This design comes from an exercise in tuning for small area, a short achievable clock period and few clock cycles per item on the open sky130 flow, not from production work.
Where RTL was checked, it was by simulation tests only, not by an equivalence proof against the original.
The RTL of runs 4 to 7 was laid out without a check of its function.

==> flow/design.v <==
`timescale 1ns / 1ps
module FP16_div(
    input [15:0]data_dividend,
    input [15:0]data_divisor,
    input input_valid,
    input clk,
    input rst,
    output [15:0]data_q,
    output reg output_update,
    output idle
    );
    reg busy;
    reg first;
    reg s;
    reg rnd;
    reg [11:0] X;            
    reg [10:0] D;            
    reg [6:0] E;             
    reg [9:0] M;             
    reg [3:0] K;             
    assign idle = ~busy;
    wire load = input_valid & ~busy;
    wire [4:0] ea = data_dividend[14:10];
    wire [4:0] eb = data_divisor[14:10];
    wire ea_nz = |ea;
    wire eb_nz = |eb;
    wire [6:0] E_in = {2'b00, ea[4:1], ea[0] | ~ea_nz} - {2'b00, eb[4:1], eb[0] | ~eb_nz} + 7'd15;
    wire [12:0] A = {1'b0, X} - {2'b00, D};                    
    wire [13:0] B = {1'b0, X, 1'b0} - {3'b000, D};             
    wire [13:0] C = {1'b0, X, 1'b0} - {3'b000, D} - {2'b00, D, 1'b0};  
    wire h = ~A[12];
    wire l = h ? ~C[13] : ~B[13];
    reg [10:0] P;            
    always @(*) begin
        case ({h, l})
            2'b00: P = {X[9:0], 1'b0};
            2'b01: P = B[10:0];
            2'b10: P = {A[9:0], 1'b0};
            default: P = C[10:0];
        endcase
    end
    wire Xz = ~|X;
    wire Dz = ~|D;
    wire norm = X[10] & D[10];
    wire signed [6:0] Es = E;
    wire e_ge2 = Es >= 2;
    wire e_eq1 = E == 7'd1;
    wire ovf = (Es >= 32) | ((E == 7'd31) & h);
    wire [6:0] t = E + 7'd10;                         
    wire [3:0] K0 = e_ge2 ? (4'd12 - {3'b000, h}) : t[3:0];
    wire K0_last = Es <= -9;                          
    wire K0_neg = Es <= -11;                          
    wire [6:0] Em1 = E - 7'd1;
    wire [4:0] Ef = e_ge2 ? (h ? E[4:0] : Em1[4:0]) : {4'b0000, e_eq1 & h};
    wire [3:0] Kc = first ? K0 : K;
    wire last = first ? K0_last : (K[3:1] == 3'd0);
    always @(posedge clk) begin
        if (rst) begin
            busy <= 1'b0;
            output_update <= 1'b0;
        end else if (load) begin
            busy <= 1'b1;
            output_update <= 1'b0;
        end else if (busy) begin
            if (first ? (Dz | Xz | (norm & (ovf | last))) : last) begin
                busy <= 1'b0;
                output_update <= 1'b1;
            end
        end else begin
            output_update <= 1'b0;
        end
    end
    always @(posedge clk) begin
        if (load) begin
            first <= 1'b1;
            s <= data_dividend[15] ^ data_divisor[15];
            X <= {1'b0, ea_nz, data_dividend[9:0]};
            D <= {eb_nz, data_divisor[9:0]};
            E <= E_in;
            M <= 10'd0;
            rnd <= 1'b0;
        end else if (busy) begin
            if (first & Dz) begin
                E <= 7'd30;
                M <= 10'h3ff;
            end else if (first & Xz) begin
                E <= 7'd0;
            end else if (first & ~norm) begin
                if (~X[10]) X <= {X[10:0], 1'b0};
                if (~D[10]) D <= {D[9:0], 1'b0};
                E <= E + {{6{~X[10] & D[10]}}, X[10] ^ D[10]};
            end else begin
                first <= 1'b0;
                if (first) E <= {2'b00, Ef};
                if (first & ovf) begin
                    E <= 7'd30;
                    M <= 10'h3ff;
                end else if (~last) begin
                    X <= {P, 1'b0};
                    M <= {M[7:0], h, l};
                    K <= Kc - 4'd2;
                end else if (~K0_neg | ~first) begin
                    if (Kc[0]) begin
                        M <= {M[8:0], h};
                        rnd <= l;
                    end else begin
                        rnd <= h;
                    end
                end
            end
        end
    end
    wire [14:0] EM = {E[4:0], M};
    wire sat = &{~E[0], E[4:1], M};                   
    wire [14:0] V = EM + {14'd0, rnd & ~sat};
    wire zero = ~|{E[4:0], M, rnd};
    assign data_q = {s & ~zero, V};
endmodule
==> flow/run.sh <==
#!/bin/bash
# synth_recipe.tcl (not shown) runs the flow's synth.tcl, then flattens the netlist and writes it again
# the make line also repeats each setting of config.mk as NAME=value (left out here)
make -C /OpenROAD-flow-scripts/flow DESIGN_CONFIG=/design/flow/config.mk WORK_HOME=/design/flow/orfs CLKGATE_MAP_FILE= SYNTH_SCRIPT=/design/flow/synth_recipe.tcl finish
==> flow/config.mk <==
export PLATFORM = sky130hd
export DESIGN_NAME = FP16_div
export DESIGN_NICKNAME = FP16_div
export VERILOG_FILES = /design/flow/design.v
export SDC_FILE = /design/flow/constraint.sdc
export NUM_CORES = 4
export LEC_CHECK = 0
export CAP_MARGIN = 20
export CORE_MARGIN = 2
export CORE_UTILIZATION = 40
export SLEW_MARGIN = 20
==> flow/constraint.sdc <==
create_clock -name core_clock -period 5.0 [get_ports {clk}]
set_input_delay 1.0000 -clock core_clock [delete_from_list [all_inputs] [get_ports {clk}]]
set_output_delay 1.0000 -clock core_clock [all_outputs]
set_load 0.01 [all_outputs]
==> results of run 1 <==
-- flip-flops by register name, summed over array words and instances, names as in the netlist --
register,cells
X,12
D,11
M,10
s,1
output_update,1
rnd,1
first,1
K,4
E,7
busy,1
-- Yosys cell counts, types with 5 or more instances --
cell type / instances
sky130_fd_sc_hd__a211oi_1: 6
sky130_fd_sc_hd__a21o_1: 14
sky130_fd_sc_hd__a21oi_1: 43
sky130_fd_sc_hd__a311oi_2: 8
sky130_fd_sc_hd__a31oi_1: 8
sky130_fd_sc_hd__and2_1: 5
sky130_fd_sc_hd__and3_1: 15
sky130_fd_sc_hd__clkbuf_1: 13
sky130_fd_sc_hd__dfxtp_1: 15
sky130_fd_sc_hd__edfxtp_1: 34
sky130_fd_sc_hd__fa_1: 5
sky130_fd_sc_hd__ha_1: 58
sky130_fd_sc_hd__inv_1: 40
sky130_fd_sc_hd__mux2i_1: 5
sky130_fd_sc_hd__nand2_1: 62
sky130_fd_sc_hd__nand2b_1: 5
sky130_fd_sc_hd__nand3_1: 17
sky130_fd_sc_hd__nor2_1: 52
sky130_fd_sc_hd__nor2b_1: 9
sky130_fd_sc_hd__nor3_1: 17
sky130_fd_sc_hd__nor4_1: 9
sky130_fd_sc_hd__o211ai_1: 7
sky130_fd_sc_hd__o21a_1: 9
sky130_fd_sc_hd__o21ai_0: 28
sky130_fd_sc_hd__o21ai_1: 5
sky130_fd_sc_hd__o31ai_1: 13
sky130_fd_sc_hd__or3_1: 6
sky130_fd_sc_hd__xnor2_1: 30
sky130_fd_sc_hd__xor2_1: 21
-- per-layer routing --
| metal | vias up | GRT usage [%] | part of all wire (%) |
|---|---|---|---|
| met5 | - | 0 | 0 |
| met4 | 0 | 5.747 | 1.8 |
| met3 | 21 | 2.209 | 4.5 |
| met2 | 146 | 36.41 | 48 |
| met1 | 2454 | 29.93 | 46 |
| li1 | 2470 | - | - |
-- cell type report --
class	instances	area, um^2	area share [%]
Clock buffer	5	125.1	1.979
Clock inverter	3	28.78	0.4551
Inverter	41	153.9	2.434
Multi-Input combinational cell	533	3909	61.81
Sequential cell	49	1321	20.89
Tap cell	176	220.2	3.482
Timing Repair Buffer	58	565.5	8.943
-- per-stage QoR --
step	setup WS, ps	cell area, um^2	util [%]	hold WS [ps]
after floorplan	1079	5519	-	477.5
after global placement	745.8	6170	46.22	551.0
after detailed placement	626.4	6170	46.22	558.4
after CTS	599.5	6324	47.38	571.1
after global routing	197.1	6324	47.38	599.9
final	590.0	6324	47.38	577.2
-- worst max-delay path: stages, from the launching register on --
cell                        delay (ps)
sky130_fd_sc_hd__edfxtp_1          520
sky130_fd_sc_hd__inv_1             110
sky130_fd_sc_hd__fa_1              450
sky130_fd_sc_hd__a211oi_2          310
sky130_fd_sc_hd__o21ai_2           140
sky130_fd_sc_hd__a211oi_1          280
sky130_fd_sc_hd__o31ai_1           150
sky130_fd_sc_hd__xnor2_1           230
sky130_fd_sc_hd__ha_1              310
sky130_fd_sc_hd__a21o_1            170
sky130_fd_sc_hd__a21oi_1           260
sky130_fd_sc_hd__nand2_1            80
sky130_fd_sc_hd__nand4bb_1         270
sky130_fd_sc_hd__nand2_4           180
sky130_fd_sc_hd__xor2_4            130
sky130_fd_sc_hd__or4b_1            550
sky130_fd_sc_hd__a32oi_1           170
-- placed cells by master (no fill, tap or decap), types with 8 or more instances in the layout --
master | Yosys | routed
sky130_fd_sc_hd__nand2_1 | 62 | 62
sky130_fd_sc_hd__ha_1 | 58 | 58
sky130_fd_sc_hd__nor2_1 | 52 | 52
sky130_fd_sc_hd__clkdlybuf4s50_1 | 0 | 52
sky130_fd_sc_hd__a21oi_1 | 43 | 43
sky130_fd_sc_hd__inv_1 | 40 | 40
sky130_fd_sc_hd__edfxtp_1 | 34 | 34
sky130_fd_sc_hd__xnor2_1 | 30 | 30
sky130_fd_sc_hd__o21ai_0 | 28 | 28
sky130_fd_sc_hd__xor2_1 | 21 | 21
sky130_fd_sc_hd__nand3_1 | 17 | 17
sky130_fd_sc_hd__nor3_1 | 17 | 17
sky130_fd_sc_hd__dfxtp_1 | 15 | 15
sky130_fd_sc_hd__and3_1 | 15 | 15
sky130_fd_sc_hd__a21o_1 | 14 | 14
sky130_fd_sc_hd__o31ai_1 | 13 | 13
sky130_fd_sc_hd__o21a_1 | 9 | 9
sky130_fd_sc_hd__nor2b_1 | 9 | 9
sky130_fd_sc_hd__nor4_1 | 9 | 9
sky130_fd_sc_hd__a31oi_1 | 8 | 8
sky130_fd_sc_hd__a311oi_2 | 8 | 8
-- cell families (layout without fill, tap and decap cells) --
logic type / Yosys count / count (layout) / share of synthesized area, %
compound gates: 187 / 187 / 24.94
xor+xnor: 53 / 53 / 9.091
fa+ha+maj: 63 / 63 / 14.96
buf+inv: 66 / 107 / 5.237
flops: 49 / 49 / 23.94
mux: 10 / 10 / 1.927
simple gates: 220 / 220 / 19.90
-- worst min path at each step --
stage               start     to  slack [ps]  cells past startpoint
global placement    X[11]  X[11]         550                      2
CTS                 X[11]  X[11]         570                      2
floorplan           X[11]  X[11]         480                      2
detailed placement  X[11]  X[11]         560                      2
global route         M[9]   M[9]         600                      2
finish              X[11]  X[11]         580                      2
==> impl_metrics.json, run 1 <==
{
  "holdBufCountCts": 0,
  "post_route_cells_drive_above_1_share_pct": 7.257,
  "grtUsageTotal_pct": 21.75,
  "cts_post_setup_buffers_inserted": 0,
  "synth.net_count": 746,
  "synthDominantAreaCellType": "sky130_fd_sc_hd__edfxtp_1",
  "max-slew-margin-rel_pct": 46.09,
  "layout_worst_path_cycle_share_pct": 88.20,
  "worst_pin_slew_ps": 805.7,
  "setup_repair_after_global_routing_missed_its_margin": "false",
  "routedWlPerCell_um": 18.02,
  "fill_cells": 1298,
  "full_die_area_mm2": 0.01475,
  "die_w_um": 121.5,
  "r2r.worst_path.cells": 16,
  "r2r-end": "X[11]",
  "drt_pre_antenna_iters": 4,
  "summed_negative_setup_slack_over_all_endpoints_ps": 0,
  "cts_tree": "built",
  "yosysUniqueCellTypes": 83,
  "globalRoute.totalOverflow": 0,
  "dp_cells": 857,
  "yosysSeqAreaShare_pct": 23.94,
  "number_of_drc_markers_after_the_initial_detailed_route_iteration": 373,
  "placement_rows": 42,
  "hold_path.class": "reg -> reg",
  "timing.max_cap.violations": 0,
  "netlist_area_mm2": 0.005519,
  "drt-vias-per-instance": 5.886,
  "synth.ff_latch_count": 49,
  "ys_top_cells_by_area": "sky130_fd_sc_hd__edfxtp_1, sky130_fd_sc_hd__ha_1, sky130_fd_sc_hd__dfxtp_1",
  "h_tree_level_count": 2,
  "nets": 786,
  "fin_crit_ps": 4410,
  "synth-warning-count": 1,
  "clk_pin_slew_worst_paths_ps": 80,
  "finalHoldViolCount": 0,
  "place.gp.congestion": 0.8711,
  "clock_insertion_delay_worst_skew_ps": 300,
  "synthDominantCellAreaShare_pct": 18.50,
  "placeableCoreArea_mm2": 0.01335,
  "worstSetupEndpoint": "X[11]",
  "number_of_antenna_violations_at_the_first_check_in_global_routing": 0,
  "drt-total-wl_um": 15590,
  "timing.critical_path.fanout_max": 10,
  "status": "complete, no violations",
  "synth-async-reset-ratio_pct": 0,
  "n_antenna_cell": 0,
  "buffer_ports.inserted": 52,
  "arrival_time_at_the_worst_endpoint_ps": 4630,
  "ant_nets": 0,
  "setup.worst_path.start_class": "flop",
  "synth-edff-count": 34,
  "detailedPlacementHpwl_um": 12200,
  "ctsResizeCount": 0,
  "setup.worst_path.class": "reg -> reg",
  "endpoint_kind": "flop",
  "worst_setup_path_startpoint": "D[0]",
  "clockRootBuffer": "sky130_fd_sc_hd__clkbuf_16",
  "grt_pass1_vias": 4966,
  "cts_buffer_depth": 2,
  "reg2reg_from": "D[0]",
  "rrSetupSlack_ps": 590,
  "area_growth_pct": 14.58,
  "number_of_remaining_drc_errors": 0,
  "grt_start_max_net_pins": 46,
  "pin_count": 53,
  "setup_viol": 0,
  "synth_ff_type": "sky130_fd_sc_hd__edfxtp_1",
  "achievable-frequency_mhz": 226.8,
  "slew_violations": 0,
  "synthCells": 648,
  "num_vias": 5091,
  "worstPathRequired_ps": 5220,
  "clock_sinks": 49,
  "initial_core_util_pct": 41.35,
  "final-instance-count-excl-fill": 865,
  "cts_inserted_buffers": 5,
  "die_ht_um": 121.5,
  "fin_worst_skew_ps": 12.00,
  "grt_first_pass_wirelength_um": 25660,
  "avgSynthCellArea_um2": 8.517
}
Testbench counts, summed over its fixed seeds: cycles 51,532, items 8,000.
==> inputs of run 2 (changes only) <==
--- a/flow/config.mk
+++ b/flow/config.mk
@@ -7,2 +7,3 @@
 export LEC_CHECK = 0
+export ABC_CLOCK_PERIOD_IN_PS = 1500
 export CAP_MARGIN = 20
==> impl_metrics.json, run 2 <==
{
  "largest_reg_flops": 12,
  "synth.net_count": 746,
  "clock_sinks": 49,
  "cts_tree": "built",
  "routedWlPerCell_um": 18.02,
  "synth-async-reset-ratio_pct": 0,
  "worst_hold_slack_after_final_layout_ps": 577.2,
  "initial_core_util_pct": 41.35,
  "fin_worst_skew_ps": 12.00,
  "summed_negative_setup_slack_over_all_endpoints_ps": 0,
  "h_tree_level_count": 2,
  "number_of_remaining_drc_errors": 0,
  "synthDominantAreaCellType": "sky130_fd_sc_hd__edfxtp_1",
  "grt_pass1_vias": 4966,
  "drt_pre_antenna_iters": 4,
  "holdBufCountCts": 0,
  "worst_pin_slew_ps": 805.7,
  "area_growth_pct": 14.58,
  "largest_registers": "X (12), D (11), M (10)",
  "pin_count": 53,
  "commonest_cells_after_routing_fill_and_taps_aside": "sky130_fd_sc_hd__nand2_1, sky130_fd_sc_hd__ha_1, sky130_fd_sc_hd__nor2_1, sky130_fd_sc_hd__clkdlybuf4s50_1, sky130_fd_sc_hd__a21oi_1",
  "top_register": "X",
  "buffer_ports.inserted": 52,
  "yosys-top-cells-count": "sky130_fd_sc_hd__nand2_1, sky130_fd_sc_hd__ha_1, sky130_fd_sc_hd__nor2_1, sky130_fd_sc_hd__a21oi_1, sky130_fd_sc_hd__inv_1",
  "num_vias": 5091,
  "synthCells": 648,
  "slew_violations": 0,
  "rrSetupSlack_ps": 590,
  "sequential_cell_area_mm2": 0.001321,
  "finalWorstSetupSlack_ps": 590.0,
  "yosysSeqAreaShare_pct": 23.94,
  "placeableCoreArea_mm2": 0.01335,
  "die_w_um": 121.5,
  "synth-warning-count": 1,
  "cts_inserted_buffers": 5,
  "multiInputGateArea_mm2": 0.003909,
  "placement.setup.worst_slack_ps": 626.4,
  "ys_top_cells_by_area": "sky130_fd_sc_hd__edfxtp_1, sky130_fd_sc_hd__ha_1, sky130_fd_sc_hd__dfxtp_1",
  "post_route_cells_drive_above_1_share_pct": 7.257,
  "status": "complete, no violations",
  "setup_repair_after_global_routing_missed_its_margin": "false",
  "finalCoreUtilization_pct": 47.38,
  "number_of_antenna_violations_at_the_first_check_in_global_routing": 0,
  "ant_nets": 0,
  "globalRoute.totalOverflow": 0,
  "n_antenna_cell": 0,
  "timing.critical_path.fanout_max": 10,
  "grt_start_max_net_pins": 46,
  "worstPathRequired_ps": 5220,
  "finalHoldViolCount": 0,
  "fill_cells": 1298,
  "nets": 786,
  "number_of_drc_markers_after_the_initial_detailed_route_iteration": 373,
  "clockRootBuffer": "sky130_fd_sc_hd__clkbuf_16",
  "library_cell_with_the_highest_instance_count_after_synthesis": "sky130_fd_sc_hd__nand2_1",
  "synth_ff_type": "sky130_fd_sc_hd__edfxtp_1",
  "placement_rows": 42,
  "full_die_area_mm2": 0.01475,
  "clock_insertion_delay_worst_skew_ps": 300,
  "synth-edff-count": 34,
  "detailedPlacementHpwl_um": 12200,
  "achievable-frequency_mhz": 226.8,
  "timing.max_cap.violations": 0,
  "die_ht_um": 121.5,
  "ctsResizeCount": 0,
  "hold_path.class": "reg -> reg",
  "avgSynthCellArea_um2": 8.517,
  "yosysUniqueCellTypes": 83,
  "layout_worst_path_cycle_share_pct": 88.20,
  "cts_post_setup_buffers_inserted": 0,
  "cts_buffer_depth": 2,
  "fin_crit_ps": 4410,
  "arrival_time_at_the_worst_endpoint_ps": 4630,
  "final_common_cell": "sky130_fd_sc_hd__nand2_1",
  "synth.ff_latch_count": 49,
  "grtUsageTotal_pct": 21.75,
  "netlist_area_mm2": 0.005519,
  "drt-total-wl_um": 15590,
  "dp_cells": 857,
  "endpoint_kind": "flop",
  "drt-vias-per-instance": 5.886,
  "setup.worst_path.start_class": "flop",
  "setup_viol": 0,
  "max-slew-margin-rel_pct": 46.09,
  "synthDominantCellAreaShare_pct": 18.50,
  "place.gp.congestion": 0.8711,
  "final-instance-count-excl-fill": 865,
  "grt_first_pass_wirelength_um": 25660,
  "setup.worst_path.class": "reg -> reg",
  "clk_pin_slew_worst_paths_ps": 80
}
run 2: cell counts in the layout (fill, tap and decap cells not counted):
Identical to the previous run, type by type.
run 2: stage by stage:
stage / cell area [um^2]
global route: 6324
finish: 6324
floorplan: 5519
global placement: 6170
CTS: 6324
detailed placement: 6170
run 2: area by class of cell:
class | instances | area share (%)
Clock buffer | 5 | 1.979
Clock inverter | 3 | 0.4551
Inverter | 41 | 2.434
Multi-Input combinational cell | 533 | 61.81
Sequential cell | 49 | 20.89
Tap cell | 176 | 3.482
Timing Repair Buffer | 58 | 8.943
run 2: worst max-delay path, cell delays in order, from the launching register on:
cell and delay, ps:
sky130_fd_sc_hd__edfxtp_1 520, sky130_fd_sc_hd__inv_1 110, sky130_fd_sc_hd__fa_1 450, sky130_fd_sc_hd__a211oi_2 310, sky130_fd_sc_hd__o21ai_2 140, sky130_fd_sc_hd__a211oi_1 280, sky130_fd_sc_hd__o31ai_1 150, sky130_fd_sc_hd__xnor2_1 230
sky130_fd_sc_hd__ha_1 310, sky130_fd_sc_hd__a21o_1 170, sky130_fd_sc_hd__a21oi_1 260, sky130_fd_sc_hd__nand2_1 80, sky130_fd_sc_hd__nand4bb_1 270, sky130_fd_sc_hd__nand2_4 180, sky130_fd_sc_hd__xor2_4 130, sky130_fd_sc_hd__or4b_1 550
sky130_fd_sc_hd__a32oi_1 170
run 2: worst paths after layout:
path                end  depth (start not counted)  startpoint
setup / recovery  X[11]                         16        D[0]
hold / removal    X[11]                          2       X[11]
setup reg to reg  X[11]                         16        D[0]
hold reg to reg   X[11]                          2       X[11]
run 2: logic make-up (layout without fill, tap and decap cells):
| family | after synthesis | in the layout | share of synthesized area, % |
|---|---|---|---|
| simple gates | 220 | 220 | 19.90 |
| compound gates | 187 | 187 | 24.94 |
| buf+inv | 66 | 107 | 5.237 |
| fa+ha+maj | 63 | 63 | 14.96 |
| xor+xnor | 53 | 53 | 9.091 |
| flops | 49 | 49 | 23.94 |
| mux | 10 | 10 | 1.927 |
run 2: metal layers:
metal	wire [um]	share of wire [%]	vias to the layer above	track usage (%)
li1	-	-	2470	-
met1	7179	46	2454	29.93
met2	7427	48	146	36.41
met3	702	4.5	21	2.209
met4	276	1.8	0	5.747
met5	0	0	-	0
==> inputs of run 3 (changes only) <==
--- a/flow/config.mk
+++ b/flow/config.mk
@@ -11,2 +11,3 @@
 export CORE_UTILIZATION = 40
+export SETUP_SLACK_MARGIN = 2.8
 export SLEW_MARGIN = 20
==> impl_metrics.json, run 3 <==
{
  "fin_worst_skew_ps": 8.902,
  "detailedPlacementHpwl_um": 12230,
  "rrSetupSlack_ps": 960,
  "timing.critical_path.fanout_max": 8,
  "grtUsageMet1_pct": 30.05,
  "synth-async-reset-ratio_pct": 0,
  "routedWlPerCell_um": 19.18,
  "synthDominantAreaCellType": "sky130_fd_sc_hd__edfxtp_1",
  "hold_start": "M[9]",
  "commonest_cells_after_routing_fill_and_taps_aside": "sky130_fd_sc_hd__buf_4, sky130_fd_sc_hd__nand2_1, sky130_fd_sc_hd__nor2_1, sky130_fd_sc_hd__ha_1",
  "ant_nets": 0,
  "hold_depth": 2,
  "die_ht_um": 121.5,
  "achievable-frequency_mhz": 247.4,
  "drt-total-wl_um": 18200,
  "area_growth_pct": 43.57,
  "globalRoute.totalOverflow": 0,
  "placement_rows": 42,
  "finalHoldViolCount": 0,
  "initial_core_util_pct": 41.35,
  "setup_viol": 0,
  "n_antenna_cell": 0,
  "netlist_area_mm2": 0.005519,
  "place.gp.congestion": 0.8507,
  "synthDominantCellAreaShare_pct": 18.50,
  "cts_buffer_depth": 2,
  "worst_hold_path.endpoint": "M[9]",
  "buffer_ports.inserted": 52,
  "clock_insertion_delay_worst_skew_ps": 300,
  "post_route_cells_drive_above_1_share_pct": 35.96,
  "number_of_antenna_violations_at_the_first_check_in_global_routing": 0,
  "r2r.worst_path.cells": 17,
  "cts_tree": "built",
  "hold_path.class": "reg -> reg",
  "num_vias": 5538,
  "setup.worst_path.class": "reg -> reg",
  "die_w_um": 121.5,
  "layout_worst_path_cycle_share_pct": 80.84,
  "endpoint_kind": "flop",
  "setup_repair_after_global_routing_missed_its_margin": "true",
  "placed_area_mm2": 0.006546,
  "number_of_remaining_drc_errors": 0,
  "fin_crit_ps": 4042,
  "globalRouteMet2Util_pct": 44.56,
  "grtUsageTotal_pct": 24.42,
  "grt_busiest_layer": "met2",
  "largest_registers": "X (12), D (11), M (10)",
  "reg2reg_from": "X[0]",
  "drt_pre_antenna_iters": 4,
  "synth-edff-count": 34,
  "largest_reg_flops": 12,
  "synth.net_count": 746,
  "top_register": "X",
  "r2r-end": "X[3]",
  "status": "complete, no violations",
  "ys_top_cells_by_area": "sky130_fd_sc_hd__edfxtp_1, sky130_fd_sc_hd__ha_1, sky130_fd_sc_hd__dfxtp_1",
  "grt_first_pass_wirelength_um": 28290,
  "yosysUniqueCellTypes": 83,
  "holdBufCountCts": 0,
  "synth.ff_latch_count": 49,
  "dp_cells": 856,
  "worstPathRequired_ps": 5160,
  "setup.worst_path.start_class": "flop",
  "drt-vias-per-instance": 5.836,
  "avgSynthCellArea_um2": 8.517,
  "final-instance-count-excl-fill": 949,
  "cts_inserted_buffers": 5,
  "arrival_time_at_the_worst_endpoint_ps": 4200,
  "pin_count": 53,
  "yosys-top-cells-count": "sky130_fd_sc_hd__nand2_1, sky130_fd_sc_hd__ha_1, sky130_fd_sc_hd__nor2_1, sky130_fd_sc_hd__a21oi_1, sky130_fd_sc_hd__inv_1",
  "synthCells": 648,
  "number_of_drc_markers_after_the_initial_detailed_route_iteration": 408,
  "synth-warning-count": 1,
  "slew_violations": 0,
  "clk_pin_slew_worst_paths_ps": 80,
  "postLayoutCellArea_mm2": 0.007924,
  "summed_negative_setup_slack_over_all_endpoints_ps": 0,
  "library_cell_with_the_highest_instance_count_after_synthesis": "sky130_fd_sc_hd__nand2_1",
  "h_tree_level_count": 2,
  "grt_pass1_vias": 5570,
  "yosysSeqAreaShare_pct": 23.94,
  "grt_use_met3_pct": 2.397,
  "max-slew-margin-rel_pct": 42.54,
  "synth_ff_type": "sky130_fd_sc_hd__edfxtp_1",
  "grt_start_max_net_pins": 46,
  "clock_sinks": 49,
  "worst_pin_slew_ps": 857.9,
  "clockRootBuffer": "sky130_fd_sc_hd__clkbuf_16",
  "full_die_area_mm2": 0.01475,
  "final_common_cell": "sky130_fd_sc_hd__buf_4",
  "placeableCoreArea_mm2": 0.01335,
  "timing.max_cap.violations": 0,
  "nets": 870
}
## run 3: kinds of logic (layout without fill, tap and decap cells)
kind of cell / count (synthesis) / count (layout) / synth area share [%]
xor+xnor: 53 / 54 / 9.091
buf+inv: 66 / 188 / 5.237
fa+ha+maj: 63 / 63 / 14.96
mux: 10 / 10 / 1.927
compound gates: 187 / 188 / 24.94
flops: 49 / 49 / 23.94
simple gates: 220 / 221 / 19.90
## run 3: per-layer routing
layer	up-vias	wire [um]
li1	2647	-
met4	0	651
met2	199	9220
met3	50	886
met1	2642	7440
met5	-	0
## run 3: area by class of cell
type / count / area, um^2
clock buffer: 6 / 150.1
clock inverter: 2 / 17.52
fill: 1127 / 5424
inverter: 41 / 176.4
multi-input combinational: 536 / 4743
sequential: 49 / 1345
tap: 176 / 220.2
timing repair buffer: 139 / 1271
## run 3: worst max path at each step
| stage | startpoint | to | cells past startpoint |
|---|---|---|---|
| global placement | data_divisor[10] | E[4] | 13 |
| floorplan | D[0] | X[7] | 16 |
| detailed placement | X[0] | X[11] | 15 |
| CTS | X[0] | X[7] | 16 |
| global route | X[0] | X[7] | 16 |
| finish | X[0] | X[3] | 17 |
## run 3: through the flow
step | hold WS, ps | util (%) | setup slack (ps)
floorplan | 477.5 | - | 1350
CTS | 569.5 | 56.77 | 1147
finish | 554.5 | 59.36 | 958.0
detailed placement | 566.1 | 49.04 | 917.4
global route | 584.6 | 59.36 | 851.3
global placement | 559.6 | 49.04 | 963.7
## run 3: critical path, stage by stage, from the launching register on
cell	delay, ps
sky130_fd_sc_hd__edfxtp_1	480
sky130_fd_sc_hd__fa_2	450
sky130_fd_sc_hd__a211oi_4	260
sky130_fd_sc_hd__o21ai_2	100
sky130_fd_sc_hd__a211oi_2	240
sky130_fd_sc_hd__o31ai_2	120
sky130_fd_sc_hd__xnor2_1	170
sky130_fd_sc_hd__ha_1	330
sky130_fd_sc_hd__buf_6	110
sky130_fd_sc_hd__o2111ai_2	140
sky130_fd_sc_hd__nor2_2	160
sky130_fd_sc_hd__o21ai_4	100
sky130_fd_sc_hd__o2111ai_4	130
sky130_fd_sc_hd__nand2_8	120
sky130_fd_sc_hd__xnor2_4	350
sky130_fd_sc_hd__buf_4	190
sky130_fd_sc_hd__mux2_4	290
sky130_fd_sc_hd__o21ai_1	130
## run 3: repair_timing
item	in CTS	in global routing
buffers inserted	61	20
pin swaps	49	44
gates cloned	3	1
endpoints found under the setup margin	98	88
gates resized for setup	177	41
==> inputs of run 4 (changes only) <==
--- a/flow/design.v
+++ b/flow/design.v
@@ -28,15 +28,4 @@
     wire [12:0] A = {1'b0, X} - {2'b00, D};                    
-    wire [13:0] B = {1'b0, X, 1'b0} - {3'b000, D};             
-    wire [13:0] C = {1'b0, X, 1'b0} - {3'b000, D} - {2'b00, D, 1'b0};  
-    wire h = ~A[12];
-    wire l = h ? ~C[13] : ~B[13];
-    reg [10:0] P;            
-    always @(*) begin
-        case ({h, l})
-            2'b00: P = {X[9:0], 1'b0};
-            2'b01: P = B[10:0];
-            2'b10: P = {A[9:0], 1'b0};
-            default: P = C[10:0];
-        endcase
-    end
+    wire h = ~A[12];                                           
+    wire [10:0] P = h ? A[10:0] : X[10:0];                     
     wire Xz = ~|X;
@@ -50,3 +39,3 @@
     wire [3:0] K0 = e_ge2 ? (4'd12 - {3'b000, h}) : t[3:0];
-    wire K0_last = Es <= -9;                          
+    wire K0_last = Es <= -10;                         
     wire K0_neg = Es <= -11;                          
@@ -55,3 +44,3 @@
     wire [3:0] Kc = first ? K0 : K;
-    wire last = first ? K0_last : (K[3:1] == 3'd0);
+    wire last = first ? K0_last : (K == 4'd0);
     always @(posedge clk) begin
@@ -99,11 +88,6 @@
                     X <= {P, 1'b0};
-                    M <= {M[7:0], h, l};
-                    K <= Kc - 4'd2;
+                    M <= {M[8:0], h};
+                    K <= Kc - 4'd1;
                 end else if (~K0_neg | ~first) begin
-                    if (Kc[0]) begin
-                        M <= {M[8:0], h};
-                        rnd <= l;
-                    end else begin
-                        rnd <= h;
-                    end
+                    rnd <= h;
                 end
--- a/flow/config.mk
+++ b/flow/config.mk
@@ -7,3 +7,2 @@
 export LEC_CHECK = 0
-export ABC_CLOCK_PERIOD_IN_PS = 1500
 export CAP_MARGIN = 20
@@ -11,3 +10,2 @@
 export CORE_UTILIZATION = 40
-export SETUP_SLACK_MARGIN = 2.8
 export SLEW_MARGIN = 20
==> impl_metrics.json, run 4 <==
{
  "worst_hold_path.endpoint": "rnd",
  "postLayoutCellArea_mm2": 0.004923,
  "grt_first_pass_wirelength_um": 17910,
  "grt_start_max_net_pins": 31,
  "pin_count": 53,
  "ys_top_cells_by_area": "sky130_fd_sc_hd__edfxtp_1, sky130_fd_sc_hd__ha_1, sky130_fd_sc_hd__dfxtp_1",
  "area_growth_pct": 17.18,
  "placeableCoreArea_mm2": 0.01028,
  "largest_reg_flops": 12,
  "timing.critical_path.fanout_max": 12,
  "arrival_time_at_the_worst_endpoint_ps": 3240,
  "cell_with_the_biggest_individual_delay_on_the_critical_path": "sky130_fd_sc_hd__edfxtp_1",
  "endpoint_kind": "output pin",
  "synthDominantCellAreaShare_pct": 24.30,
  "commonest_cells_after_routing_fill_and_taps_aside": "sky130_fd_sc_hd__clkdlybuf4s50_1, sky130_fd_sc_hd__nand2_1, sky130_fd_sc_hd__ha_1, sky130_fd_sc_hd__edfxtp_1, sky130_fd_sc_hd__inv_1",
  "synth_ff_type": "sky130_fd_sc_hd__edfxtp_1",
  "globalRoute.totalOverflow": 0,
  "placement_rows": 37,
  "slew_violations": 0,
  "post_route_cells_drive_above_1_share_pct": 9.109,
  "number_of_drc_markers_after_the_initial_detailed_route_iteration": 250,
  "synth.ff_latch_count": 49,
  "grtUsageTotal_pct": 19.62,
  "synth-edff-count": 34,
  "summed_negative_setup_slack_over_all_endpoints_ps": 0,
  "top_register": "X",
  "clock_sinks": 49,
  "drt-total-wl_um": 10960,
  "die_w_um": 106.5,
  "cts_tree": "built",
  "r2r.worst_path.cells": 8,
  "worst_hold_slack_after_final_layout_ps": 535.3,
  "buffer_ports.inserted": 52,
  "yosys-top-cells-count": "sky130_fd_sc_hd__ha_1, sky130_fd_sc_hd__nand2_1, sky130_fd_sc_hd__edfxtp_1, sky130_fd_sc_hd__inv_1, sky130_fd_sc_hd__nor2_1",
  "r2r-end": "E[0]",
  "initial_core_util_pct": 40.88,
  "clk_pin_slew_worst_paths_ps": 110,
  "worst_pin_slew_ps": 747.6,
  "synth-async-reset-ratio_pct": 0,
  "num_vias": 3717,
  "setup.worst_path.start_class": "flop",
  "yosysSeqAreaShare_pct": 31.45,
  "detailedPlacementHpwl_um": 8363,
  "drt-vias-per-instance": 5.799,
  "status": "complete, no violations",
  "final_common_cell": "sky130_fd_sc_hd__clkdlybuf4s50_1",
  "synthCells": 460,
  "hold_depth": 2,
  "ctsResizeCount": 0,
  "hold_path.class": "reg -> reg",
  "achievable-frequency_mhz": 235.8,
  "reg2reg_from": "D[0]",
  "clockRootBuffer": "sky130_fd_sc_hd__clkbuf_8",
  "drt_pre_antenna_iters": 5,
  "timing.max_cap.violations": 0,
  "place.gp.congestion": 0.8823,
  "max-slew-margin-rel_pct": 50.10,
  "timing.critical_path.mode_cell": "sky130_fd_sc_hd__ha_1",
  "die_ht_um": 106.5,
  "number_of_remaining_drc_errors": 0,
  "largest_registers": "X (12), D (11), M (10)",
  "max_stage_delay_ps": 600,
  "cts_post_setup_buffers_inserted": 0,
  "finalHoldViolCount": 0,
  "clock_insertion_delay_worst_skew_ps": 320,
  "ant_nets": 0,
  "cts_inserted_buffers": 5,
  "routedWlPerCell_um": 17.10,
  "full_die_area_mm2": 0.01134,
  "synthDominantAreaCellType": "sky130_fd_sc_hd__edfxtp_1",
  "fin_worst_skew_ps": 7.641,
  "hold_start": "rnd",
  "layout_worst_path_cycle_share_pct": 84.82,
  "rrSetupSlack_ps": 1780,
  "yosysUniqueCellTypes": 72,
  "finalCoreUtilization_pct": 47.91,
  "placed_area_mm2": 0.004818,
  "fin_crit_ps": 4241,
  "netlist_area_mm2": 0.004202,
  "synth.net_count": 535,
  "nets": 579,
  "cts_buffer_depth": 2,
  "number_of_antenna_violations_at_the_first_check_in_global_routing": 0,
  "setup_repair_after_global_routing_missed_its_margin": "false",
  "synth-warning-count": 1,
  "avgSynthCellArea_um2": 9.134,
  "n_antenna_cell": 0,
  "setup_viol": 0,
  "crit_chain": "inv_1 > ha_1 > nand3_1 > o31a_1 > ha_1 > ha_1 > nand2_1 > nor2_1 > nand4_1 > xnor2_1 > clkdlybuf4s50_1",
  "h_tree_level_count": 2,
  "holdBufCountCts": 0,
  "worstPathRequired_ps": 4000,
  "grt_pass1_vias": 3605,
  "setup.worst_path.class": "reg -> out"
}
## run 4: cell count changes after synthesis, sizes merged, moves of 10 or more
cell and change:
a21o -12, a21oi -20, and3 -12, ha -21
nand2 -25, nor2 -22, o21ai -17, o221a +10
xnor2 -12
## run 4: area by class of cell
class,count,area [um^2]
clock inverters,3,28.78
well taps,136,170.2
clock buffers,5,68.82
multi-input cells,358,2653
fillers,990,5354
repair buffers,57,558.0
flip-flops and latches,49,1321
inverters,33,123.9
## run 4: how the worst max path moves through the flow
| stage | startpoint | to | slack (ps) | cells after the start |
|---|---|---|---|---|
| after global placement | E[0] | data_q[14] | 1210 | 11 |
| after CTS | E[0] | data_q[14] | 760 | 11 |
| after detailed placement | E[0] | data_q[14] | 1110 | 11 |
| final | E[0] | data_q[14] | 760 | 11 |
| after global routing | E[0] | data_q[14] | 540 | 11 |
| after floorplan | data_divisor[12] | E[4] | 1760 | 10 |
## run 4: through the flow
step / cells / setup WS, ps
global route: 641 / 543.0
detailed placement: 632 / 1107
global placement: 632 / 1209
CTS: 640 / 756.0
finish: 641 / 758.9
floorplan: 460 / 1759
## run 4: cell families (layout without fill, tap and decap cells)
kind of cell	Yosys count	after routing	synth area share (%)
DFF	49	49	31.45
muxes	1	1	0.2382
xor gates and xnor gates	33	33	6.879
AOI/OAI and AO/OA	122	122	21.92
adders and majority gates	40	40	12.45
and+or+nand+nor	162	162	21.65
buffers and inverters	53	98	5.420
## run 4: worst max-delay path: cells and delay by family (launching register included)
family,cells,cell delay [ps]
compound gates,1,130
buf+inv,2,730
flops,1,600
xor+xnor,1,170
simple gates,4,660
fa+ha+maj,3,640
## run 4: per-layer routing
layer / up-vias / track usage, % / share of wire [%]
li1: 1818 / - / -
met1: 1779 / 26.83 / 47
met2: 115 / 33.24 / 47
met3: 5 / 2.698 / 5.1
met4: 0 / 3.896 / 0.52
met5: - / 0 / 0
==> inputs of run 5 (changes only) <==
==> flow/design.v (replaced) <==
`timescale 1ns / 1ps
module FP16_div(
    input [15:0]data_dividend,
    input [15:0]data_divisor,
    input input_valid,
    input clk,
    input rst,
    output [15:0]data_q,
    output reg output_update,
    output reg idle
    );
    reg found;               
    reg s;                   
    reg [12:0] X;            
    reg [10:0] D;            
    reg [6:0] E;             
    reg [10:0] M;            
    assign data_q = {s, E[4:0], M[9:0]};
    wire busy = ~idle;
    wire load = input_valid & idle;
    wire [4:0] ea = data_dividend[14:10];
    wire [4:0] eb = data_divisor[14:10];
    wire ea_nz = |ea;
    wire eb_nz = |eb;
    wire [12:0] X_in = ea_nz ? {2'b00, 1'b1, data_dividend[9:0]} : {2'b00, data_dividend[9:0], 1'b0};
    wire [10:0] D_in = eb_nz ? {1'b1, data_divisor[9:0]} : {data_divisor[9:0], 1'b0};
    wire [6:0] E_in = {2'b00, ea} + {2'b11, ~eb} + 7'd16;    
    wire sub = ~X[12];
    wire [12:0] T = X + ({2'b00, D} ^ {13{sub}}) + {12'd0, sub};
    wire q = ~T[12];
    wire Dz = ~|D;
    wire dn = ~D[10];
    wire last = found & M[10];
    wire e_ovf = ~E[6] & E[5];                            
    wire e_m10 = E == 7'b1110110;                         
    wire e_zero = E[6] & ~(E[5] & E[4] & (E[3] | (E[2] & E[1])));   
    wire e_den = (E[6] | (E == 7'd0)) & ~e_zero;          
    wire e_one = E == 7'd1;
    wire e_31 = E == 7'd31;
    wire [3:0] mk = 4'd1 - E[3:0];                        
    wire [10:0] marker = (~found & e_den & ~e_m10) ? (11'd1 << mk) : 11'd0;
    wire ovf = Dz | (~dn & ~found & (e_ovf | (e_31 & q)));
    wire done = ovf | (~dn & (found ? M[10] : (e_zero | e_m10)));
    wire dec = ~dn & ~found;
    wire [6:0] Epm = E + (dec ? 7'h7f : 7'h01);
    wire m_ones = &M[9:0];
    wire sat = m_ones & (E[4:0] == 5'd30);
    wire rnd = q & ~sat;
    wire [9:0] M_inc = M[9:0] + 10'd1;
    wire em_zero = ~|{E[4:0], M[9:0]};
    always @(posedge clk) begin
        if (rst) begin
            idle <= 1'b1;
            output_update <= 1'b0;
        end else if (load) begin
            idle <= 1'b0;
            output_update <= 1'b0;
        end else begin
            idle <= idle | done;
            output_update <= busy & done;
        end
    end
    always @(posedge clk) begin
        if (load) begin
            s <= data_dividend[15] ^ data_divisor[15];
            X <= X_in;
            D <= D_in;
            E <= E_in;
            M <= 11'd0;
            found <= 1'b0;
        end else if (ovf) begin
            E <= 7'd30;
            M <= 11'h3ff;
        end else if (dn) begin
            D <= {D[9:0], 1'b0};
            E <= Epm;
        end else begin
            X <= {T[11:0], 1'b0};
            if (last) begin
                if (rnd) begin
                    M[9:0] <= M_inc;
                    if (m_ones) E <= Epm;
                end
                if (em_zero & ~q) s <= 1'b0;
            end else begin
                M <= {M[9:0], found ? q : ((q | e_one) & ~e_zero)} | marker;
            end
            if (~found) begin
                found <= 1'b1;
                if (e_zero) begin
                    s <= 1'b0;
                    E <= 7'd0;
                end else if (e_den) begin
                    E <= 7'd0;
                    if (e_m10) s <= s & q;
                end else if (e_one) begin
                    E <= {6'd0, q};
                end else if (~q) begin
                    found <= 1'b0;
                    E <= Epm;
                end
            end
        end
    end
endmodule
==> impl_metrics.json, run 5 <==
{
  "cell_with_the_biggest_individual_delay_on_the_critical_path": "sky130_fd_sc_hd__edfxtp_1",
  "largest_registers": "X (13), D (11), M (11)",
  "setup_viol": 0,
  "yosys-top-cells-count": "sky130_fd_sc_hd__nand2_1, sky130_fd_sc_hd__a21oi_1, sky130_fd_sc_hd__nor2_1, sky130_fd_sc_hd__o21ai_0, sky130_fd_sc_hd__edfxtp_1",
  "endpoint_kind": "flop",
  "final_common_cell": "sky130_fd_sc_hd__clkdlybuf4s50_1",
  "finalWorstSetupSlack_ps": 1681,
  "synth.net_count": 538,
  "synthDominantCellAreaShare_pct": 18.91,
  "clk_pin_slew_worst_paths_ps": 90,
  "setup.worst_path.start_class": "flop",
  "synth-warning-count": 1,
  "cts_post_setup_buffers_inserted": 0,
  "max-slew-margin-rel_pct": 27.56,
  "grt_start_max_net_pins": 35,
  "placeableCoreArea_mm2": 0.009684,
  "synthDominantAreaCellType": "sky130_fd_sc_hd__edfxtp_1",
  "layout_worst_path_cycle_share_pct": 66.39,
  "yosysSeqAreaShare_pct": 29.50,
  "fill_cells": 970,
  "cts_buffer_depth": 2,
  "ant_nets": 0,
  "number_of_drc_markers_after_the_initial_detailed_route_iteration": 243,
  "die_ht_um": 103.6,
  "routedWlPerCell_um": 16.33,
  "timing.critical_path.fanout_max": 13,
  "clock_insertion_delay_worst_skew_ps": 300,
  "placement_rows": 36,
  "worst_hold_path.endpoint": "M[8]",
  "max_stage_delay_ps": 620,
  "rrSetupSlack_ps": 1680,
  "drt-total-wl_um": 10320,
  "finalHoldViolCount": 0,
  "drt_pre_antenna_iters": 5,
  "crit_chain": "xnor2_1 > inv_1 > fa_1 > nand2b_1 > a21o_1 > a211o_1 > nand2_2 > o21bai_1 > or3_1 > a31oi_1",
  "top_register": "X",
  "placement.setup.worst_slack_ps": 1507,
  "library_cell_with_the_highest_instance_count_after_synthesis": "sky130_fd_sc_hd__nand2_1",
  "clockRootBuffer": "sky130_fd_sc_hd__clkbuf_8",
  "avgSynthCellArea_um2": 8.323,
  "synthCells": 477,
  "ys_top_cells_by_area": "sky130_fd_sc_hd__edfxtp_1, sky130_fd_sc_hd__dfxtp_1, sky130_fd_sc_hd__ha_1",
  "grt_first_pass_wirelength_um": 17190,
  "hold_start": "M[8]",
  "fin_worst_skew_ps": 6.941,
  "die_w_um": 103.6,
  "number_of_remaining_drc_errors": 0,
  "worst_pin_slew_ps": 1087,
  "num_vias": 3599,
  "drt-vias-per-instance": 5.695,
  "hold_path.class": "reg -> reg",
  "pin_count": 53,
  "yosysUniqueCellTypes": 64,
  "buffer_ports.inserted": 52,
  "achievable-frequency_mhz": 301.3,
  "largest_reg_flops": 13,
  "n_antenna_cell": 0,
  "commonest_cells_after_routing_fill_and_taps_aside": "sky130_fd_sc_hd__clkdlybuf4s50_1, sky130_fd_sc_hd__nand2_1, sky130_fd_sc_hd__a21oi_1, sky130_fd_sc_hd__nor2_1, sky130_fd_sc_hd__o21ai_0",
  "ctsResizeCount": 0,
  "full_die_area_mm2": 0.01074,
  "initial_core_util_pct": 40.99,
  "number_of_antenna_violations_at_the_first_check_in_global_routing": 0,
  "arrival_time_at_the_worst_endpoint_ps": 3540,
  "synth_ff_type": "sky130_fd_sc_hd__edfxtp_1",
  "clock_sinks": 46,
  "synth-async-reset-ratio_pct": 0,
  "r2r.worst_path.cells": 10,
  "area_growth_pct": 15.35,
  "reg2reg_from": "X[12]",
  "nets": 559,
  "holdBufCountCts": 0,
  "slew_violations": 0,
  "status": "complete, no violations",
  "detailedPlacementHpwl_um": 7661,
  "netlist_area_mm2": 0.003970,
  "setup_repair_after_global_routing_missed_its_margin": "false",
  "synth-edff-count": 25,
  "fin_crit_ps": 3319,
  "summed_negative_setup_slack_over_all_endpoints_ps": 0,
  "worstPathRequired_ps": 5220,
  "h_tree_level_count": 2,
  "grt_pass1_vias": 3447,
  "setup.worst_path.class": "reg -> reg",
  "timing.max_cap.violations": 0,
  "cts_inserted_buffers": 5,
  "grtUsageTotal_pct": 19.50,
  "globalRoute.totalOverflow": 0,
  "synth.ff_latch_count": 46,
  "r2r-end": "M[4]",
  "hold_depth": 2,
  "post_route_cells_drive_above_1_share_pct": 4.810,
  "cts_tree": "built",
  "place.gp.congestion": 0.8368
}
==> run 5: changes by cell type after synthesis, sizes merged, moves of 9 or more <==
cell	change
inv	-17
ha	-13
edfxtp	-9
a21oi	+11
clkbuf	+12
o21ai	+10
o221a	-9
mux2i	+13
buf	+12
o31ai	-9
==> run 5: layout make-up <==
class	instances	area (um^2)	share of cell area, %
multi-input combinational	371	2506	54.73
clock buffer	6	72.57	1.585
inverter	16	60.06	1.311
clock inverter	2	37.54	0.8197
timing repair buffer	58	565.5	12.35
tap	133	166.4	3.634
sequential	46	1171	25.57
==> run 5: worst max-delay path by stage <==
stage	end	depth (start not counted)	startpoint	slack [ps]
after detailed placement	X[2]	6	data_dividend[11]	1510
after CTS	M[4]	10	X[12]	1660
after floorplan	X[0]	9	X[12]	1220
final	M[4]	10	X[12]	1680
after global routing	M[0]	10	X[12]	1280
after global placement	X[2]	6	data_dividend[11]	1540
==> run 5: routing by layer <==
metal	up-vias	part of all wire, %	GRT usage, %
met5	-	0	0
met4	0	1.5	5.309
met3	19	4.5	3.084
met2	101	47	32.59
met1	1666	47	26.21
li1	1813	-	-
==> run 5: kinds of logic (layout without fill, tap and decap cells) <==
| family | Yosys count | after routing | share of synthesized area, % |
|---|---|---|---|
| flip-flops | 46 | 46 | 29.50 |
| AO/OA/AOI/OAI | 144 | 144 | 24.39 |
| XOR/XNOR | 29 | 29 | 6.398 |
| AND/OR/NAND/NOR | 157 | 157 | 19.95 |
| adder cells (fa/ha/maj) | 26 | 26 | 8.572 |
| buffers and inverters | 60 | 82 | 7.375 |
| multiplexers | 15 | 15 | 3.813 |
==> run 5: worst max-delay path, delay by kind of cell, from the launching register on <==
kind	cells	cell delay [ps]
buffers and inverters	1	80
flip-flops	1	620
AND/OR/NAND/NOR	3	830
adder cells (fa/ha/maj)	1	400
AO/OA/AOI/OAI	4	1010
XOR/XNOR	1	300
==> run 5: through the flow <==
stage | cells | util (%) | cell area, um^2 | hold slack [ps]
after global routing | 632 | 47.29 | 4579 | 618.6
after floorplan | 477 | - | 3970 | 506.7
after global placement | 624 | 46.15 | 4469 | 554.7
final | 632 | 47.29 | 4579 | 581.9
after CTS | 632 | 47.29 | 4579 | 582.4
after detailed placement | 624 | 46.15 | 4469 | 566.0
==> inputs of run 6 (changes only) <==
--- a/flow/config.mk
+++ b/flow/config.mk
@@ -10,2 +10,3 @@
 export CORE_UTILIZATION = 40
+export SETUP_SLACK_MARGIN = 2.5
 export SLEW_MARGIN = 20
==> impl_metrics.json, run 6 <==
{
  "finalWorstSetupSlack_ps": 2030,
  "summed_negative_setup_slack_over_all_endpoints_ps": 0,
  "final_common_cell": "sky130_fd_sc_hd__clkdlybuf4s50_1",
  "clockRootBuffer": "sky130_fd_sc_hd__clkbuf_8",
  "rrSetupSlack_ps": 2030,
  "synthDominantCellAreaShare_pct": 18.91,
  "fin_crit_ps": 2970,
  "cts_inserted_buffers": 5,
  "synth-warning-count": 1,
  "number_of_antenna_violations_at_the_first_check_in_global_routing": 0,
  "placeableCoreArea_mm2": 0.009684,
  "cts_tree": "built",
  "reg2reg_from": "X[12]",
  "achievable-frequency_mhz": 336.7,
  "holdBufCountCts": 0,
  "h_tree_level_count": 2,
  "finalHoldViolCount": 0,
  "netlist_area_mm2": 0.003970,
  "avgSynthCellArea_um2": 8.323,
  "ant_nets": 0,
  "pin_count": 53,
  "nets": 600,
  "grtUsageTotal_pct": 21.49,
  "yosys-top-cells-count": "sky130_fd_sc_hd__nand2_1, sky130_fd_sc_hd__a21oi_1, sky130_fd_sc_hd__nor2_1, sky130_fd_sc_hd__o21ai_0, sky130_fd_sc_hd__edfxtp_1",
  "setup_viol": 0,
  "library_cell_with_the_highest_instance_count_after_synthesis": "sky130_fd_sc_hd__nand2_1",
  "grt_start_max_net_pins": 37,
  "setup.worst_path.class": "reg -> reg",
  "timing.critical_path.fanout_max": 5,
  "r2r.worst_path.cells": 11,
  "worst_hold_path.endpoint": "M[1]",
  "place.gp.congestion": 0.8666,
  "number_of_remaining_drc_errors": 0,
  "routedWlPerCell_um": 17.20,
  "largest_registers": "X (13), D (11), M (11)",
  "fin_worst_skew_ps": 6.920,
  "timing.max_cap.violations": 0,
  "max-slew-margin-rel_pct": 46.07,
  "postLayoutCellArea_mm2": 0.005380,
  "hold_start": "M[1]",
  "placement_rows": 36,
  "n_antenna_cell": 0,
  "full_die_area_mm2": 0.01074,
  "hold_path.class": "reg -> reg",
  "r2r-end": "E[6]",
  "hold_depth": 2,
  "fill_cells": 877,
  "worstPathRequired_ps": 5260,
  "clock_sinks": 46,
  "ys_top_cells_by_area": "sky130_fd_sc_hd__edfxtp_1, sky130_fd_sc_hd__dfxtp_1, sky130_fd_sc_hd__ha_1",
  "slew_violations": 0,
  "setup_repair_after_global_routing_missed_its_margin": "true",
  "setup.worst_path.start_class": "flop",
  "initial_core_util_pct": 40.99,
  "die_w_um": 103.6,
  "status": "complete, no violations",
  "clk_pin_slew_worst_paths_ps": 100,
  "die_ht_um": 103.6,
  "post_route_cells_drive_above_1_share_pct": 22.41,
  "yosysUniqueCellTypes": 64,
  "placement.setup.worst_slack_ps": 1408,
  "cts_buffer_depth": 2,
  "grt_pass1_vias": 3758,
  "globalRoute.totalOverflow": 0,
  "largest_reg_flops": 13,
  "commonest_cells_after_routing_fill_and_taps_aside": "sky130_fd_sc_hd__clkdlybuf4s50_1, sky130_fd_sc_hd__nand2_1, sky130_fd_sc_hd__buf_4, sky130_fd_sc_hd__nor2_1, sky130_fd_sc_hd__edfxtp_1",
  "area_growth_pct": 35.52,
  "synth_ff_type": "sky130_fd_sc_hd__edfxtp_1",
  "top_register": "X",
  "layout_worst_path_cycle_share_pct": 59.40,
  "yosysSeqAreaShare_pct": 29.50,
  "drt-total-wl_um": 11580,
  "synth-edff-count": 25,
  "drt_pre_antenna_iters": 4,
  "endpoint_kind": "flop",
  "synthDominantAreaCellType": "sky130_fd_sc_hd__edfxtp_1",
  "synth-async-reset-ratio_pct": 0,
  "num_vias": 3937,
  "detailedPlacementHpwl_um": 7802,
  "synthCells": 477,
  "drt-vias-per-instance": 5.850,
  "synth.ff_latch_count": 46,
  "number_of_drc_markers_after_the_initial_detailed_route_iteration": 260,
  "buffer_ports.inserted": 52,
  "placed_area_mm2": 0.004517,
  "worst_pin_slew_ps": 801.6,
  "arrival_time_at_the_worst_endpoint_ps": 3230,
  "clock_insertion_delay_worst_skew_ps": 310,
  "synth.net_count": 538,
  "grt_first_pass_wirelength_um": 19110
}
[run 6: metal layers]
metal  wire length (um)  GRT usage, %  vias up
li1                   -             -     1899
met1               5297         29.15     1899
met2               5613         36.47      126
met3                499         2.454       13
met4                166         5.598        0
met5                  0             0        -
[run 6: layout make-up]
| class | count | area, um^2 | share of cell area, % |
|---|---|---|---|
| timing repair buffer | 99 | 977.2 | 18.16 |
| inverter | 16 | 60.06 | 1.116 |
| sequential | 46 | 1181 | 21.95 |
| multi-input combinational | 371 | 2879 | 53.51 |
| clock inverter | 3 | 47.55 | 0.8837 |
| tap | 133 | 166.4 | 3.093 |
| clock buffer | 5 | 68.82 | 1.279 |
[run 6: critical path, stage by stage, from the launching register on]
cell                       delay (ps)
sky130_fd_sc_hd__edfxtp_1         470
sky130_fd_sc_hd__buf_4            170
sky130_fd_sc_hd__nor2_2           120
sky130_fd_sc_hd__a21oi_2           80
sky130_fd_sc_hd__fa_2             370
sky130_fd_sc_hd__nand2b_4         150
sky130_fd_sc_hd__a21o_1           180
sky130_fd_sc_hd__a211o_4          360
sky130_fd_sc_hd__a21oi_4          250
sky130_fd_sc_hd__a211oi_4         130
sky130_fd_sc_hd__or4_1            550
sky130_fd_sc_hd__nand3_1           80
[run 6: worst max path at each step]
stage	start	endpoint	slack, ps
6_report	X[12]	E[6]	2030
5_1_grt	X[12]	E[5]	1940
4_1_cts	X[12]	E[6]	2100
3_5_place_dp	data_dividend[11]	X[6]	1410
3_3_place_gp	data_dividend[11]	X[6]	1420
2_1_floorplan	X[12]	X[0]	2170
[run 6: logic make-up (layout without fill, tap and decap cells)]
| family | count (synthesis) | count (layout) | share of synthesized area (%) |
|---|---|---|---|
| multiplexers | 15 | 15 | 3.813 |
| buffers and inverters | 60 | 123 | 7.375 |
| XOR/XNOR | 29 | 29 | 6.398 |
| AO/OA/AOI/OAI | 144 | 144 | 24.39 |
| AND/OR/NAND/NOR | 157 | 157 | 19.95 |
| flip-flops | 46 | 46 | 29.50 |
| adder cells (fa/ha/maj) | 26 | 26 | 8.572 |
[run 6: through the flow]
step | utilization [%] | cells | hold slack, ps
finish | 55.56 | 673 | 555.3
detailed placement | 46.64 | 622 | 512.5
global route | 55.56 | 673 | 602.1
floorplan | - | 477 | 506.7
global placement | 46.64 | 622 | 502.5
CTS | 54.46 | 669 | 545.8
[run 6: what timing repair did]
item,in CTS,in global routing
pin swaps,32,20
gates resized for setup,69,20
buffers inserted,37,4
setup endpoints to repair,74,54
cloned,2,0
==> inputs of run 7 (changes only) <==
--- a/flow/config.mk
+++ b/flow/config.mk
@@ -10,3 +10,3 @@
 export CORE_UTILIZATION = 40
-export SETUP_SLACK_MARGIN = 2.5
+export SETUP_SLACK_MARGIN = 1.5
 export SLEW_MARGIN = 20
==> impl_metrics.json, run 7 <==
{
  "setup.worst_path.start_class": "flop",
  "finalCoreUtilization_pct": 47.33,
  "hold_path.class": "reg -> reg",
  "final_common_cell": "sky130_fd_sc_hd__clkdlybuf4s50_1",
  "synthDominantAreaCellType": "sky130_fd_sc_hd__edfxtp_1",
  "library_cell_with_the_highest_instance_count_after_synthesis": "sky130_fd_sc_hd__nand2_1",
  "globalRoute.totalOverflow": 0,
  "drt-vias-per-instance": 5.823,
  "post_route_cells_drive_above_1_share_pct": 5.190,
  "clock_sinks": 46,
  "placement_rows": 36,
  "setup.worst_path.class": "reg -> reg",
  "achievable-frequency_mhz": 312.5,
  "n_antenna_cell": 0,
  "buffer_ports.inserted": 52,
  "summed_negative_setup_slack_over_all_endpoints_ps": 0,
  "fin_crit_ps": 3200,
  "clockRootBuffer": "sky130_fd_sc_hd__clkbuf_8",
  "crit_chain": "buf_12 > xnor2_1 > ha_1 > a21o_1 > o21ai_1 > a211o_1 > nand2_2 > a221oi_2 > buf_4 > nand2_1 > o32a_1",
  "initial_core_util_pct": 40.99,
  "status": "complete, no violations",
  "clk_pin_slew_worst_paths_ps": 90,
  "timing.max_cap.violations": 0,
  "netlist_area_mm2": 0.003970,
  "die_ht_um": 103.6,
  "cts_post_setup_buffers_inserted": 0,
  "yosys-top-cells-count": "sky130_fd_sc_hd__nand2_1, sky130_fd_sc_hd__a21oi_1, sky130_fd_sc_hd__nor2_1, sky130_fd_sc_hd__o21ai_0, sky130_fd_sc_hd__edfxtp_1",
  "fin_worst_skew_ps": 8.013,
  "grtUsageTotal_pct": 20.04,
  "yosysSeqAreaShare_pct": 29.50,
  "ys_top_cells_by_area": "sky130_fd_sc_hd__edfxtp_1, sky130_fd_sc_hd__dfxtp_1, sky130_fd_sc_hd__ha_1",
  "nets": 561,
  "die_w_um": 103.6,
  "worst_pin_slew_ps": 966.4,
  "yosysUniqueCellTypes": 64,
  "synth-warning-count": 1,
  "timing.critical_path.fanout_max": 16,
  "drt-total-wl_um": 10680,
  "holdBufCountCts": 0,
  "num_vias": 3692,
  "h_tree_level_count": 2,
  "placed_area_mm2": 0.004477,
  "synthDominantCellAreaShare_pct": 18.91,
  "detailedPlacementHpwl_um": 7803,
  "endpoint_kind": "flop",
  "placement.setup.worst_slack_ps": 1551,
  "max-slew-margin-rel_pct": 35.34,
  "synth-async-reset-ratio_pct": 0,
  "max_stage_delay_ps": 480,
  "worstPathRequired_ps": 5200,
  "synth_ff_type": "sky130_fd_sc_hd__edfxtp_1",
  "slew_violations": 0,
  "synth-edff-count": 25,
  "largest_registers": "X (13), D (11), M (11)",
  "area_growth_pct": 15.44,
  "grt_start_max_net_pins": 50,
  "full_die_area_mm2": 0.01074,
  "ant_nets": 0,
  "synth.ff_latch_count": 46,
  "cts_inserted_buffers": 5,
  "number_of_drc_markers_after_the_initial_detailed_route_iteration": 167,
  "cts_buffer_depth": 2,
  "number_of_remaining_drc_errors": 0,
  "arrival_time_at_the_worst_endpoint_ps": 3400,
  "finalHoldViolCount": 0,
  "top_register": "X",
  "setup_viol": 0,
  "largest_reg_flops": 13,
  "synth.net_count": 538,
  "grt_first_pass_wirelength_um": 17980,
  "layout_worst_path_cycle_share_pct": 63.99,
  "postLayoutCellArea_mm2": 0.004583,
  "commonest_cells_after_routing_fill_and_taps_aside": "sky130_fd_sc_hd__clkdlybuf4s50_1, sky130_fd_sc_hd__nand2_1, sky130_fd_sc_hd__a21oi_1, sky130_fd_sc_hd__nor2_1, sky130_fd_sc_hd__o21ai_0",
  "clock_insertion_delay_worst_skew_ps": 310,
  "cell_with_the_biggest_individual_delay_on_the_critical_path": "sky130_fd_sc_hd__edfxtp_1",
  "grt_pass1_vias": 3602,
  "number_of_antenna_violations_at_the_first_check_in_global_routing": 0,
  "placeableCoreArea_mm2": 0.009684,
  "place.gp.congestion": 0.8280,
  "ctsResizeCount": 0,
  "finalWorstSetupSlack_ps": 1800,
  "setup_repair_after_global_routing_missed_its_margin": "false",
  "cts_tree": "built",
  "synthCells": 477,
  "routedWlPerCell_um": 16.84,
  "avgSynthCellArea_um2": 8.323,
  "pin_count": 53,
  "drt_pre_antenna_iters": 5
}
==> run 7: cell counts after synthesis <==
No cell type changed its count.
==> run 7: layer usage <==
layer  part of all wire [%]  vias to the layer above  track usage, %
li1                       -                     1813               -
met1                     45                     1789           27.23
met2                     51                       85           34.86
met3                    3.7                        5           2.266
met4                   0.32                        0           3.378
met5                      0                        -               0
==> run 7: path summary, 6_finish.rpt <==
kind	start	end	slack (ps)	cells after the start
max	X[12]	E[1]	1800	11
min	idle	output_update	520	1
max reg2reg	X[12]	E[1]	1800	11
min reg2reg	idle	output_update	520	1
==> run 7: cells by family (layout without fill, tap and decap cells) <==
group | Yosys count | count (layout) | share of synthesized area (%)
flip-flops | 46 | 46 | 29.50
adder cells (fa/ha/maj) | 26 | 26 | 8.572
buffers and inverters | 60 | 84 | 7.375
XOR/XNOR | 29 | 29 | 6.398
multiplexers | 15 | 15 | 3.813
AO/OA/AOI/OAI | 144 | 144 | 24.39
AND/OR/NAND/NOR | 157 | 157 | 19.95
==> run 7: worst max-delay path: cells and delay by family, from the launching register on <==
kind                       cells  cell delay, ps
and+or+nand+nor                2             330
AOI/OAI and AO/OA              5            1320
adders and majority gates      1             310
DFF                            1             480
xor gates and xnor gates       1             200
buffers and inverters          2             450
==> run 7: metrics by stage <==
stage          hold WS, ps  std cells
6_report             522.0        634
5_1_grt              551.4        634
4_1_cts              520.0        633
3_5_place_dp         502.6        625
3_3_place_gp         505.3        625
2_1_floorplan        506.7        477
==> run 7: final cells by class <==
cell class / count / area [um^2]
Multi-Input combinational cell: 371 / 2506
Inverter: 16 / 60.06
Tap cell: 133 / 166.4
Clock buffer: 6 / 72.57
Sequential cell: 46 / 1171
Timing Repair Buffer: 60 / 593.1
Clock inverter: 2 / 13.76
Fill cell: 970 / 5101

what the ideal ports hide:
Ports are ideal in the flow. The routed layouts listed here were re-timed in OpenROAD. Step 1 assumes that a clkbuf_16 drives the clock port and a buf_2 every other input. Step 2, shift: input delay + t, output delay - t, t = (earliest + latest rising clock arrival at the registers) / 2. This alone moves slack from input paths to output paths. Three values: ideal ports, drivers, drivers and shift; two values: the first two.
| run | t (ns) | setup slack, ns | clock arrival spread, ns |
|---|---|---|---|
| run 1 | 0.337 | 0.590 / 0.590 / 0.590 | 0.012 / 0.012 |
| run 2 | 0.337 | 0.590 / 0.590 / 0.590 | 0.012 / 0.012 |
| run 3 | 0.336 | 0.958 / 0.958 / 0.958 | 0.009 / 0.009 |
| run 4 | 0.347 | 0.759 / 0.729 / 1.075 | 0.007 / 0.007 |
| run 5 | 0.331 | 1.681 / 1.681 / 1.514 | 0.007 / 0.006 |
| run 6 | 0.339 | 2.030 / 2.030 / 1.894 | 0.007 / 0.007 |
| run 7 | 0.334 | 1.800 / 1.800 / 1.572 | 0.008 / 0.008 |
After both steps every run listed still meets setup and hold. The setup slack of run 7, which loses most, moves by 0.000 ns with the drivers and by -0.228 ns with both steps.
